This design comes from an exercise in tuning for small area and a short achievable clock period on the open sky130 flow, not from production work.
Function was checked by simulation only, so behaviour that the tests miss may differ from the original.
Power figures rest on the tool's default switching activity, not on a simulated workload.

## v54
// krv_core
module krv_core (
	input  wire        clk,
	input  wire        rstn,
	input  wire        kplic_int,
	input  wire        core_timer_int,
	output wire        wfi,
	output wire        instr_itcm_access,
	output wire [31:0] instr_itcm_addr,
	input  wire [31:0] instr_itcm_read_data,
	input  wire        instr_itcm_read_data_valid,
	output wire        data_dtcm_access,
	input  wire        data_dtcm_ready,
	output wire        data_dtcm_rd0_wr1,
	output wire [3:0]  data_dtcm_byte_strobe,
	output wire [31:0] data_dtcm_write_data,
	output wire [31:0] data_dtcm_addr,
	input  wire [31:0] data_dtcm_read_data,
	input  wire        data_dtcm_read_data_valid,
	output wire        IAHB_access,
	output wire [31:0] IAHB_addr,
	input  wire [31:0] IAHB_read_data,
	input  wire        IAHB_read_data_valid,
	output wire        DAHB_access,
	output wire        DAHB_rd0_wr1,
	output wire [2:0]  DAHB_size,
	output wire [31:0] DAHB_write_data,
	output wire [31:0] DAHB_addr,
	input  wire        DAHB_trans_buffer_full,
	input  wire [31:0] DAHB_read_data,
	input  wire        DAHB_read_data_valid
);
core u_core (
	.cpu_clk                    (clk),
	.cpu_rstn                   (rstn),
	.boot_addr                  (32'h0000_0000),
	.pg_resetn                  (1'b1),
	.wfi                        (wfi),
	.kplic_int                  (kplic_int),
	.core_timer_int             (core_timer_int),
	.instr_itcm_access          (instr_itcm_access),
	.instr_itcm_addr            (instr_itcm_addr),
	.instr_itcm_read_data       (instr_itcm_read_data),
	.instr_itcm_read_data_valid (instr_itcm_read_data_valid),
	.itcm_auto_load             (1'b0),
	.data_dtcm_access           (data_dtcm_access),
	.data_dtcm_ready            (data_dtcm_ready),
  ...
==> flow/config.mk <==
export PLATFORM = sky130hd
export DESIGN_NAME = krv_core
export DESIGN_NICKNAME = krv_core
export VERILOG_FILES = /design/flow/design.v
export SDC_FILE = /design/flow/constraint.sdc
export NUM_CORES = 8
export LEC_CHECK = 0
export CAP_MARGIN = 35
export CORE_MARGIN = 2
export CORE_UTILIZATION = 32
export CTS_CLUSTER_DIAMETER = 85
export CTS_CLUSTER_SIZE = 22
export PLACE_DENSITY = 0.65
export SLEW_MARGIN = 35
export SYNTH_HIERARCHICAL = 1
==> flow/constraint.sdc <==
create_clock -name core_clock -period 25.0 [get_ports {clk}]
set_input_delay 5.0000 -clock core_clock [delete_from_list [all_inputs] [get_ports {clk}]]
set_output_delay 5.0000 -clock core_clock [all_outputs]
set_load 0.01 [all_outputs]
standard.sh (not shown) runs the stock make flow with config.mk's settings and CLKGATE_MAP_FILE= SYNTH_SCRIPT=/design/flow/synth_recipe.tcl, a recipe that flattens the netlist after the stock synthesis.
==> flow/flow/run.sh <==
#!/bin/bash
# Layout flow: the standard ORFS flow, with the timing repair steps asked
# to keep a larger setup margin (so they keep improving paths that already
# meet the clock) and plain buffers on the ports.  Every tool's output goes
# to standard.log in this folder.
set -euo pipefail
bash standard.sh SETUP_SLACK_MARGIN=14.0 "BUFFER_PORTS_ARGS=-buffer_cell sky130_fd_sc_hd__buf_2" finish > standard.log 2>&1
The inputs of v15 differ from those of v54 as listed below.
- changing CTS_CLUSTER_SIZE from 22 to 20
- changing PLACE_DENSITY from 0.65 to 0.6
- changing CTS_CLUSTER_DIAMETER from 85 to 90
Results
Critical path depth for v15 is higher than for v54.
For the clock skew, v15 came in 0.0099 ns lower than v54 did.
Relative to v54, the clock network power share of v15 is higher by 0.3 points.
Higher via count among v54 and v15: v54
v15: flow completed, timing, DRC and antenna clean
v15 vs v54: maximum achievable frequency down
[v15 vs v54] ratio of cells with drive above 1 in the final layout: lower in v15
From v54 to v15 the numbers moved as follows: area share of buffers outside the clock network has decreased; met2 wire length now sits higher; overall power consumption higher.
Relative to v54, the total wirelength of the detailed-routed design of v15 is higher by 2.9 mm.
Compared with v54, v15 has less setup slack.
Changes in v23 relative to v15:
- PLACE_DENSITY: 0.6 -> 0.55
- CORE_UTILIZATION: 32 -> 40
v15 → v23: net count of the finished layout rose about 0.3%, final standard cell utilization of the core moved up, worst hold slack across all endpoints went down 0.0038 ns. Clock group share of total power on v23 is up relative to v15. v23 vs. v15: die area now sits lower, measured slew at the worst slew-check pin now sits higher.
[inputs] v20 vs v23
- CTS_CLUSTER_SIZE: 20 -> 25
- CORE_UTILIZATION: 40 -> 32
-- flow/flow/run.sh --
<<< v23, line 7
bash standard.sh SETUP_SLACK_MARGIN=14.0 "BUFFER_PORTS_ARGS=-buffer_cell sky130_fd_sc_hd__buf_2" finish > standard.log 2>&1
>>> v20, line 7
bash standard.sh SETUP_SLACK_MARGIN=13.5 "BUFFER_PORTS_ARGS=-buffer_cell sky130_fd_sc_hd__buf_2" finish > standard.log 2>&1
Results
- v20 finished end to end and its layout was clean on timing, DRC and antenna.
- Delta (v20 minus v23): detailed-route wire length fell by about 2%, via count shows a reduction of 1183, met3 track demand over resource in global routing shrank by 2.3 points, count of clock-net buffers in the final layout dropped about 20%.
- Against v23, v20 comes in about 6.4% lower on maximum number of pins on one net before global-route repair.
- Compared with v23, in v20 global-route usage shows a reduction of 9.5 points; summed area of non-filler cells in the final layout shows an increase of 490 um2; overall power shows a reduction of 5.3%; relative area of clock buffers and inverters in the final design shows a reduction of 0.62 points.
- The setup slack of v20 is smaller than that of v23.

========
exp/quartz:
Starting RTL as in the previous note.
clock: 25.0 ns
lec_check: 0
cap_margin: 35
core_margin: 2
core_utilization: 32
cts_cluster_diameter: 90
cts_cluster_size: 20
place_density: 0.55
slew_margin: 35
synth_hierarchical: 1
==> flow/flow/run.sh <==
#!/bin/bash
# Layout flow: the standard ORFS flow, with the timing repair steps asked
# to keep a larger setup margin (so they keep improving paths that already
# meet the clock) and plain buffers on the ports.  Every tool's output goes
# to standard.log in this folder.
set -euo pipefail
bash standard.sh SETUP_SLACK_MARGIN=14.0 "BUFFER_PORTS_ARGS=-buffer_cell sky130_fd_sc_hd__buf_2" finish > standard.log 2>&1
exp/quartz: no failed stages, no open violations at the end
Input changes introduced in exp/lagoon (baseline for comparison: exp/quartz):
# exp/quartz
export LEC_CHECK = 0
export CAP_MARGIN = 35
export CORE_MARGIN = 2
export CORE_UTILIZATION = 32
export CTS_CLUSTER_DIAMETER = 90
export CTS_CLUSTER_SIZE = 20
export PLACE_DENSITY = 0.55
export SLEW_MARGIN = 35
export SYNTH_HIERARCHICAL = 1
create_clock -name core_clock -period 25.0 [get_ports {clk}]
# exp/lagoon
export LEC_CHECK = 0
export CAP_MARGIN = 35
export CORE_MARGIN = 2
export CORE_UTILIZATION = 32
export CTS_CLUSTER_DIAMETER = 90
export CTS_CLUSTER_SIZE = 25
export PLACE_DENSITY = 0.65
export SLEW_MARGIN = 35
export SYNTH_HIERARCHICAL = 1
create_clock -name core_clock -period 25.0 [get_ports {clk}]
diff --git a/flow/flow/run.sh b/flow/flow/run.sh
--- a/flow/flow/run.sh
+++ b/flow/flow/run.sh
@@ -7 +7 @@
-bash standard.sh SETUP_SLACK_MARGIN=14.0 "BUFFER_PORTS_ARGS=-buffer_cell sky130_fd_sc_hd__buf_2" finish > standard.log 2>&1
+bash standard.sh SETUP_SLACK_MARGIN=13.5 "BUFFER_PORTS_ARGS=-buffer_cell sky130_fd_sc_hd__buf_2" finish > standard.log 2>&1
Findings:
Relative to exp/quartz, sum of routed wire segments on met1 has decreased by 8.8% in exp/lagoon. Looking at global routing usage summed across all routing layers across exp/quartz and exp/lagoon, the one that comes out lower is exp/lagoon. Per-cell routed wire length in exp/lagoon is about 3% lower than in exp/quartz. When exp/lagoon is measured against exp/quartz, its largest incremental delay on the critical path turns out 0.53 ns higher. Going from exp/quartz to exp/lagoon, number of nets in the finished design stayed essentially flat; count of instances resized after the clock tree is built rose by 16; layout overhead on the synthesized area stayed essentially flat; power share of the clock group fell by 0.5 points; worst slew margin relative to its limit fell by 2.0 points.
[inputs] exp/delta vs exp/lagoon
# exp/lagoon
export LEC_CHECK = 0
export CAP_MARGIN = 35
export CORE_MARGIN = 2
export CORE_UTILIZATION = 32
export CTS_CLUSTER_DIAMETER = 90
export CTS_CLUSTER_SIZE = 25
export PLACE_DENSITY = 0.65
export SLEW_MARGIN = 35
export SYNTH_HIERARCHICAL = 1
create_clock -name core_clock -period 25.0 [get_ports {clk}]
# exp/delta
export LEC_CHECK = 0
export CAP_MARGIN = 35
export CORE_MARGIN = 2
export CORE_UTILIZATION = 32
export CTS_CLUSTER_DIAMETER = 90
export CTS_CLUSTER_SIZE = 20
export PLACE_DENSITY = 0.55
export SLEW_MARGIN = 35
export SYNTH_HIERARCHICAL = 1
create_clock -name core_clock -period 25.0 [get_ports {clk}]
diff --git a/flow/flow/run.sh b/flow/flow/run.sh
--- a/flow/flow/run.sh
+++ b/flow/flow/run.sh
@@ -7 +7 @@
-bash standard.sh SETUP_SLACK_MARGIN=13.5 "BUFFER_PORTS_ARGS=-buffer_cell sky130_fd_sc_hd__buf_2" finish > standard.log 2>&1
+bash standard.sh SETUP_SLACK_MARGIN=14.3 "BUFFER_PORTS_ARGS=-buffer_cell sky130_fd_sc_hd__buf_2" finish > standard.log 2>&1
--- outcome ---
- exp/delta completed every stage of the flow, and the final layout passed the timing, design-rule and antenna checks.
- Fmax: exp/lagoon vs exp/delta — no meaningful difference
- On final non-filler cell area, exp/lagoon and exp/delta are neck and neck.
- Compared with exp/lagoon, exp/delta has extra setup slack.

re-timing with driven ports:
The results above use ideal ports. As a check the final layouts listed here were re-extracted and re-timed, cells and wires unchanged. Step 1 (the two cells are an assumption about what drives the block):
set clk [get_ports {clk}]
set_driving_cell -lib_cell sky130_fd_sc_hd__clkbuf_16 $clk
set_driving_cell -lib_cell sky130_fd_sc_hd__buf_2 [delete_from_list [all_inputs] $clk]
Step 2 moves the port delays by t, midway between the first and last clock arrival at a register: inputs arrive t later, outputs are due t later. That takes back most of the time a late clock gives input paths. Slacks: ideal / step 1 / step 2; pairs: ideal / step 1.
run | t (ns) | setup WS [ns] | hold slack, ns
v54 | 0.935 | 13.514 / 13.228 / 13.228 | 0.363 / 0.363 / 0.363
v15 | 0.970 | 13.397 / 13.317 / 13.317 | 0.358 / 0.358 / 0.358
v23 | 0.956 | 13.413 / 13.329 / 13.329 | 0.354 / 0.354 / 0.354
v20 | 0.959 | 13.383 / 13.212 / 13.212 | 0.360 / 0.360 / 0.360
exp/quartz | 0.955 | 13.539 / 13.291 / 13.291 | 0.353 / 0.353 / 0.353
exp/lagoon | 0.944 | 13.474 / 13.105 / 13.105 | 0.351 / 0.351 / 0.351
exp/delta | 0.956 | 13.481 / 13.286 / 13.286 | 0.353 / 0.353 / 0.353
After both steps setup and hold are still met in every run listed. The setup slack of exp/lagoon, which loses most, moves by -0.369 ns with the drivers and by -0.369 ns with both steps.
